Source: an optimization exercise on an open RTL-to-GDS flow (aim: small area and a short achievable clock period). Production flows keep margins and buffers that such runs may drop.
At most, simulation tests tie the RTL to the original design; equivalence was not proved.
Power and IR drop assume default switching activity.

Setup of v35:
// wavlet
module wavlet(
	input clk,
	input rst_n,
	input [15:0] data_in,
	output reg signed [20:0] data_out_hd,
	output reg signed [20:0] data_out_ld
);
Size in the first run: about 1,200 cells after synthesis, ~60 I/O pins, roughly 18,000 um^2 of cells after synthesis.
Settings: LEC_CHECK=0, CAP_MARGIN=20, CORE_MARGIN=2, CORE_UTILIZATION=55, CTS_CLUSTER_DIAMETER=80, CTS_CLUSTER_SIZE=30, SLEW_MARGIN=20; clock period 12.0 ns.
standard.sh (not shown) runs the stock make flow with config.mk's settings and CLKGATE_MAP_FILE= SYNTH_SCRIPT=/design/flow/synth_recipe.tcl, a recipe that flattens the netlist after the stock synthesis.
==> flow/flow/run.sh <==
#!/bin/bash
# Own layout flow: the standard synthesis (unchanged), then flipfa2.py, a
# netlist pass that removes inverters (a full adder is
# self-dual, and many gates have a complement cell), then the standard
# layout with plain buffers (buf_1 instead of clkdlybuf4s50_1) on the ports,
# and with ORFS's timing repair aiming at a setup slack of $MARGIN ns (the
# constraints are unchanged: the clock is still the design's period).
# If a layout attempt fails (e.g. a routing fault the extractor rejects), the
# layout steps are run again with a slightly different placement density.
set -uo pipefail
W=$PWD
R=$W/orfs/results/$FLOW_PLATFORM/wavlet/base
bash standard.sh "$R/1_2_yosys.v" > "$W/synth.log" 2>&1 || exit 1
cp "$R/1_2_yosys.v" "$W/yosys_standard.v"
python3 flow/flipfa2.py "$FLOW_HOME/platforms/$FLOW_PLATFORM/lib/sky130_fd_sc_hd__tt_025C_1v80.lib" "$W/yosys_standard.v" "$W/yosys_flipped.v" 1500 > "$W/flipfa.log" 2>&1 || exit 1
cp "$W/yosys_flipped.v" "$R/1_2_yosys.v"
export BUFFER_PORTS_ARGS="-buffer_cell sky130_fd_sc_hd__buf_1"
MARGIN=8.62
n=0
for dens in "" 0.58 0.62 0.55; do
  n=$((n + 1))
  if [[ -n "$dens" ]]; then
    rm -f "$R"/[2-6]_* "$W"/orfs/logs/"$FLOW_PLATFORM"/wavlet/base/[2-6]_*
    bash standard.sh SETUP_SLACK_MARGIN=$MARGIN PLACE_DENSITY=$dens finish > "$W/layout$n.log" 2>&1 && exit 0
  else
    bash standard.sh SETUP_SLACK_MARGIN=$MARGIN finish > "$W/layout$n.log" 2>&1 && exit 0
  fi
done
exit 1
Other scripts of this flow, unchanged in this note and not shown: flow/flow/flipfa2.py
v35 completed end to end with timing, DRC and antenna clean.
## Diff of input files: v18 against v35
-- flow/flow/run.sh --
<<< v35, line 17
export BUFFER_PORTS_ARGS="-buffer_cell sky130_fd_sc_hd__buf_1"
MARGIN=8.62
n=0
>>> v18, line 17
export BUFFER_PORTS_ARGS="-buffer_cell sky130_fd_sc_hd__buf_1"
MARGIN=8.55
n=0
Run comparison: v18 worst setup path endpoint ld_s1_0_0; v35 worst setup path endpoint data_out_ld[19]. Between v35 and v18, the share of the core filled with cells is higher for v35. Higher cell count goes to v35 over v18. On proportion of power drawn by combinational gates, the lower figure sits with v35, not v18.
No functional check of the RTL was part of any run of this note.

Another version of the RTL of wavlet (not shown whole).
Size in the first run: ~1300 cells after synthesis, about 60 I/O pins, roughly 18000 um2 of cells after synthesis.
export LEC_CHECK = 0
export CAP_MARGIN = 20
export CORE_MARGIN = 2
export CORE_UTILIZATION = 55
export CTS_CLUSTER_DIAMETER = 80
export CTS_CLUSTER_SIZE = 30
export SLEW_MARGIN = 20
create_clock -name core_clock -period 12.0 [get_ports {clk}]
==> flow/flow/run.sh <==
#!/bin/bash
# Own layout flow: the standard synthesis (unchanged), then flipfa2.py, a
# netlist pass that removes inverters (a full adder is
# self-dual, and many gates have a complement cell), then the standard
# layout with plain buffers (buf_1 instead of clkdlybuf4s50_1) on the ports,
# and with ORFS's timing repair aiming at a setup slack of $MARGIN ns (the
# constraints are unchanged: the clock is still the design's period).
# If a layout attempt fails (e.g. a routing fault the extractor rejects), the
# layout steps are run again with a slightly different placement density.
set -uo pipefail
W=$PWD
R=$W/orfs/results/$FLOW_PLATFORM/wavlet/base
bash standard.sh "$R/1_2_yosys.v" > "$W/synth.log" 2>&1 || exit 1
cp "$R/1_2_yosys.v" "$W/yosys_standard.v"
python3 flow/flipfa2.py "$FLOW_HOME/platforms/$FLOW_PLATFORM/lib/sky130_fd_sc_hd__tt_025C_1v80.lib" "$W/yosys_standard.v" "$W/yosys_flipped.v" 1500 > "$W/flipfa.log" 2>&1 || exit 1
cp "$W/yosys_flipped.v" "$R/1_2_yosys.v"
export BUFFER_PORTS_ARGS="-buffer_cell sky130_fd_sc_hd__buf_1"
MARGIN=8.55
n=0
for dens in "" 0.58 0.62 0.55; do
  n=$((n + 1))
  if [[ -n "$dens" ]]; then
    rm -f "$R"/[2-6]_* "$W"/orfs/logs/"$FLOW_PLATFORM"/wavlet/base/[2-6]_*
    bash standard.sh SETUP_SLACK_MARGIN=$MARGIN PLACE_DENSITY=$dens finish > "$W/layout$n.log" 2>&1 && exit 0
  else
    bash standard.sh SETUP_SLACK_MARGIN=$MARGIN finish > "$W/layout$n.log" 2>&1 && exit 0
  fi
done
exit 1
Other scripts of this flow, unchanged in this note and not shown: flow/flow/flipfa2.py
The first run completed with no timing, DRC or antenna violations.
==> next run, changes <==
--- a/flow/flow/run.sh
+++ b/flow/flow/run.sh
@@ -4,3 +4,3 @@
 # self-dual, and many gates have a complement cell), then the standard
-# layout with plain buffers (buf_1 instead of clkdlybuf4s50_1) on the ports,
+# layout with plain buffers (buf_4 instead of clkdlybuf4s50_1) on the ports,
 # and with ORFS's timing repair aiming at a setup slack of $MARGIN ns (the
@@ -16,4 +16,4 @@
 cp "$W/yosys_flipped.v" "$R/1_2_yosys.v"
-export BUFFER_PORTS_ARGS="-buffer_cell sky130_fd_sc_hd__buf_1"
-MARGIN=8.55
+export BUFFER_PORTS_ARGS="-buffer_cell sky130_fd_sc_hd__buf_4"
+MARGIN=8.45
 n=0
CORE_UTILIZATION = 68   (was 55)
Outcome: The new run ran to the end with no violations. Wire length shrinks by 1.9%. Non-clock buffer count fell by 12. Clock power is lower by 15%. Final area fell by 0.87%. Cell count decreases by 6.7%. Area after synthesis stays the same. Total power climbs by 0.62%. Core utilization is higher by 14 points.
==> next run, changes <==
--- a/flow/flow/run.sh
+++ b/flow/flow/run.sh
@@ -4,3 +4,3 @@
 # self-dual, and many gates have a complement cell), then the standard
-# layout with plain buffers (buf_4 instead of clkdlybuf4s50_1) on the ports,
+# layout with plain buffers (buf_1 instead of clkdlybuf4s50_1) on the ports,
 # and with ORFS's timing repair aiming at a setup slack of $MARGIN ns (the
@@ -16,3 +16,3 @@
 cp "$W/yosys_flipped.v" "$R/1_2_yosys.v"
-export BUFFER_PORTS_ARGS="-buffer_cell sky130_fd_sc_hd__buf_4"
+export BUFFER_PORTS_ARGS="-buffer_cell sky130_fd_sc_hd__buf_1"
 MARGIN=8.45
CORE_UTILIZATION = 55   (was 68)
Result: Power goes down by 0.98%; clock power increases by 18%; global-route usage decreases by 5.1 points.
==> next run, changes <==
--- a/flow/flow/run.sh
+++ b/flow/flow/run.sh
@@ -17,3 +17,3 @@
 export BUFFER_PORTS_ARGS="-buffer_cell sky130_fd_sc_hd__buf_1"
-MARGIN=8.45
+MARGIN=8.55
 n=0
CORE_UTILIZATION = 65   (was 55)
Outcome: Worst hold slack barely changes. Cell area hardly moves. Area after synthesis is unchanged. Via count is higher slightly. Critical path depth is lower by 6. Fmax is higher slightly. Die area is lower by about a fifth.

==> re-timing with driven ports <==
No port has a modelled driver above. Below, the same layouts with a new extraction and two added sets of constraints.
Step 1 assumes that a clkbuf_16 drives the clock port and a buf_2 every other input.
Step 2, shift: input delay + t, output delay - t, t = (earliest + latest rising clock arrival at the registers) / 2. This alone moves slack from input paths to output paths.
Three values: ideal ports, drivers, drivers and shift; two values: the first two.
run	t (ns)	setup slack, ns	latest minus earliest clock arrival (ns)	worst slew at a driven data input, ns
v35	0.567	8.558 / 8.505 / 8.396	0.026 / 0.026	0.04
v18	0.564	8.546 / 8.517 / 8.298	0.031 / 0.032	0.03
the first run of note 2	0.555	8.581 / 8.531 / 8.353	0.018 / 0.018	0.04
the second run of note 2	0.544	8.543 / 8.514 / 8.223	0.027 / 0.027	0.05
the third run of note 2	0.553	8.541 / 8.533 / 8.212	0.019 / 0.018	0.04
the fourth run of note 2	0.548	8.561 / 8.511 / 8.278	0.023 / 0.022	0.03
After both steps setup and hold are still met in every run listed. For the third run of note 2, which loses most, drivers alone change the setup slack by -0.008 ns; drivers and shift together by -0.329 ns. The worst setup slack also covers recovery checks on asynchronous resets.
